From an optimization exercise on the open Yosys and OpenROAD flow, aimed at small area, a short achievable clock period and few clock cycles; shortcuts taken in it are not production practice. The RTL was checked by simulation tests, not by an equivalence proof against the original design. No activity file was given, so power comes from the tool's default toggle rates.

Setup of cedar:
// Muliti_cycle_Cpu
module Muliti_cycle_Cpu(
    input         clk,
    input         reset,
    input         MIO_ready,
    output        mem_w,
    output [31:0] Addr_out,
    output [31:0] data_out,
    input  [31:0] data_in
);
clock: 12.0 ns
lec_check: 0
cap_margin: 30
core_margin: 2
core_utilization: 55
slew_margin: 30
standard.sh (not shown) runs the stock make flow with config.mk's settings and CLKGATE_MAP_FILE= SYNTH_SCRIPT=/design/flow/synth_recipe.tcl, a recipe that flattens the netlist after the stock synthesis.
==> flow/flow/run.sh <==
#!/bin/bash
# Layout with the standard flow (standard.sh), changing only how it is made:
# timing repair aims for 8 ns of setup slack (the SDC and clock period are
# unchanged), the clock tree uses larger sink clusters without dummy loads, and
# the port buffers are buf_2 cells.
set -uo pipefail
CTS="-sink_clustering_enable -repair_clock_nets -dont_use_dummy_load -sink_clustering_size 24 -sink_clustering_max_diameter 80"
bash standard.sh SETUP_SLACK_MARGIN=8 "CTS_ARGS=$CTS" "BUFFER_PORTS_ARGS=-buffer_cell sky130_fd_sc_hd__buf_2" finish > standard_make.log 2>&1
exit $?
cedar ended with every stage complete and zero timing, DRC or antenna violations.
Testbench counts of cedar, summed over its fixed seeds: cycles 96,068.
> inputs changed (cedar -> violet)
-- flow/design.v --
<<< cedar, line 2
    input         clk,
    input         clr,
    input  [3:0]  ra_hi,
    input  [7:0]  ra_lo,
    input  [3:0]  rb_hi,
    input  [7:0]  rb_lo,
    input  [4:0]  wa,
    input  [31:0] wdata,
>>> violet, line 2
    input         clk,
    input         clr,
    input  [31:1] ra,
    input  [31:1] rb,
    input  [4:0]  wa,
    input  [31:0] wdata,
<<< cedar, line 22
            always @(posedge clk)
                if (sel) q <= wd;
            wire sa = ra_hi[i / 8] & ra_lo[i % 8];
            wire sb = rb_hi[i / 8] & rb_lo[i % 8];
            if (i == 1) begin : f
                assign ta[i] = {32{sa}} & q;
>>> violet, line 20
            always @(posedge clk)
                if (sel) q <= wd;
            wire sa = ra[i];
            wire sb = rb[i];
            if (i == 1) begin : f
                assign ta[i] = {32{sa}} & q;
<<< cedar, line 50
    reg        d_valid;
    reg [31:0] ir;           
    reg [3:0]  rs_hi, rt_hi;     
    reg [7:0]  rs_lo, rt_lo;     
    reg        d_pred;       
    reg        e_valid;
    reg [31:0] e_a, e_b, e_x;    
    reg [4:0]  e_rd;
    reg        e_la, e_lb;            
    reg        e_fx;                  
    reg        e_we, e_lw, e_sw, e_beq, e_bne, e_pred;
    reg        e_add, e_sub, e_and, e_or, e_xor, e_nor, e_slt, e_srl;
>>> violet, line 48
    reg        d_valid;
    reg [31:0] ir;           
    reg [31:1] rs_oh, rt_oh;     
    reg        d_pred;       
    reg        e_valid;
    reg [31:0] e_a, e_b, e_x;    
    reg [4:0]  e_rd;
    reg        e_la, e_lb, e_lx;      
    reg        e_we, e_lw, e_sw, e_beq, e_bne, e_pred;
    reg        e_add, e_sub, e_and, e_or, e_xor, e_nor, e_slt, e_srl;
<<< cedar, line 116
    wire [31:0] a_nxt = (fwdE_a & ~e_lw & a_reg) ? alu_out : a_oth;
    wire [31:0] b_nxt = (fwdE_b & ~e_lw & b_reg) ? alu_out : b_oth;
    wire [31:0] s_add = e_a + e_b;
    wire [31:0] s_sub = e_a - e_b;
>>> violet, line 112
    wire [31:0] a_nxt = (fwdE_a & ~e_lw & a_reg) ? alu_out : a_oth;
    wire [31:0] b_nxt = (fwdE_b & ~e_lw & b_reg) ? alu_out : b_oth;
    wire [31:0] x_nxt = (fwdE_b & ~e_lw & ~is_br) ? alu_out : x_oth;
    wire [31:0] s_add = e_a + e_b;
    wire [31:0] s_sub = e_a - e_b;
<<< cedar, line 151
                       | ({30{s_inc}} & pc_inc) | ({30{s_hld}} & pc);
    wire [31:2] pc_next = ready ? pc_rdy : pc_nrdy;
    always @(posedge clk) rst_q <= reset;
    Regs rf(
        .clk(clk), .clr(rst_q),
        .ra_hi(rs_hi), .ra_lo(rs_lo), .rb_hi(rt_hi), .rb_lo(rt_lo),
        .wa(w_rd), .wdata(res), .we(w_we),
        .rdata_A(rf_a), .rdata_B(rf_b)
>>> violet, line 148
                       | ({30{s_inc}} & pc_inc) | ({30{s_hld}} & pc);
    wire [31:2] pc_next = ready ? pc_rdy : pc_nrdy;
    function [31:1] oh31(input [4:0] n);
        integer k;
        for (k = 1; k < 32; k = k + 1) oh31[k] = (n == k);
    endfunction
    always @(posedge clk) rst_q <= reset;
    Regs rf(
        .clk(clk), .clr(rst_q),
        .ra(rs_oh), .rb(rt_oh),
        .wa(w_rd), .wdata(res), .we(w_we),
        .rdata_A(rf_a), .rdata_B(rf_b)
<<< cedar, line 196
                if (e_la) e_a <= data_in;
                if (e_lb) e_b <= data_in;
            end
        end else begin
            if (d_accept) begin
                ir <= f_jal ? {data_in[31:26], pc_inc[27:2]} : data_in;
                rs_hi <= 4'b0001 << data_in[25:24];
                rs_lo <= 8'b00000001 << data_in[23:21];
                rt_hi <= 4'b0001 << data_in[20:19];
                rt_lo <= 8'b00000001 << data_in[18:16];
                d_pred <= f_bpred;
            end
            e_a <= a_nxt;
            e_b <= b_nxt;
            e_x <= x_oth;
            e_rd <= dst;
            e_la <= e_lw & fwdE_a & a_reg;
            e_lb <= e_lw & fwdE_b & b_reg;
            e_fx <= fwdE_b & x_reg;
            e_we <= d_we;
            e_lw <= is_lw;
>>> violet, line 197
                if (e_la) e_a <= data_in;
                if (e_lb) e_b <= data_in;
                if (e_lx) e_x <= data_in;
            end
        end else begin
            if (d_accept) begin
                ir <= f_jal ? {data_in[31:26], pc_inc[27:2]} : data_in;
                rs_oh <= oh31(data_in[25:21]);
                rt_oh <= oh31(data_in[20:16]);
                d_pred <= f_bpred;
            end
            e_a <= a_nxt;
            e_b <= b_nxt;
            e_x <= x_nxt;
            e_rd <= dst;
            e_la <= e_lw & fwdE_a & a_reg;
            e_lb <= e_lw & fwdE_b & b_reg;
            e_lx <= e_lw & fwdE_b & x_reg;
            e_we <= d_we;
            e_lw <= is_lw;
<<< cedar, line 227
            e_nor <= is_rlog & (lsel == 2'b11);
            e_srl <= is_srl;
            res  <= alu_out;
            if (e_sw) dout <= e_fx ? res : e_x;
            w_rd <= e_rd;
        end
>>> violet, line 227
            e_nor <= is_rlog & (lsel == 2'b11);
            e_srl <= is_srl;
            res  <= e_sw ? e_x : alu_out;
            if (e_sw) dout <= e_x;
            w_rd <= e_rd;
        end
## What came out
Number of placement rows (violet vs. cedar) increases slightly
Clock insertion delay at the later pin of the skew report ends up lower on cedar.
Summary: with cedar as the reference, count of plain and timing-repair buffers in violet moved down slightly.
violet completed every stage of the flow, and the final layout passed the timing, design-rule and antenna checks.
There was hardly any difference in relative contribution of the clock network to total power between violet and cedar.
Internal power: violet worse than cedar
Diff cedar -> violet: share of power burned in combinational logic lost 0.3 points, routed length on met2 shows a reduction of 7.3%.
Testbench counts of violet, summed over its fixed seeds: cycles 96,068.

-- afterwards: timing with drivers on the ports --
How much do the figures lean on ideal ports? The routed layouts below were timed once more, with nothing changed but the port constraints.
Step 1: set_driving_cell puts a clkbuf_16 on clk and a buf_2 on each other input, an assumption about the parent block.
Step 2 adds t to the input delays and takes it off the output delays; t is the mean of the earliest and latest rising clock arrival at the registers after step 1. Input paths then give back, and output paths get back, about the clock's delay inside the block.
Slacks: no drivers / after step 1 / after step 2; pairs: no drivers / after step 1.
run | shift t [ns] | setup WS [ns] | worst hold slack (ns) | worst setup path after step 2
cedar | 0.751 | 7.642 / 7.642 / 6.963 | 0.507 / 0.507 / 0.507 | input to register
violet | 0.773 | 7.594 / 7.594 / 7.149 | 0.537 / 0.537 / 0.537 | input to register
After both steps setup and hold are still met in every run listed. The setup slack of cedar, which loses most, moves by 0.000 ns with the drivers and by -0.679 ns with both steps.
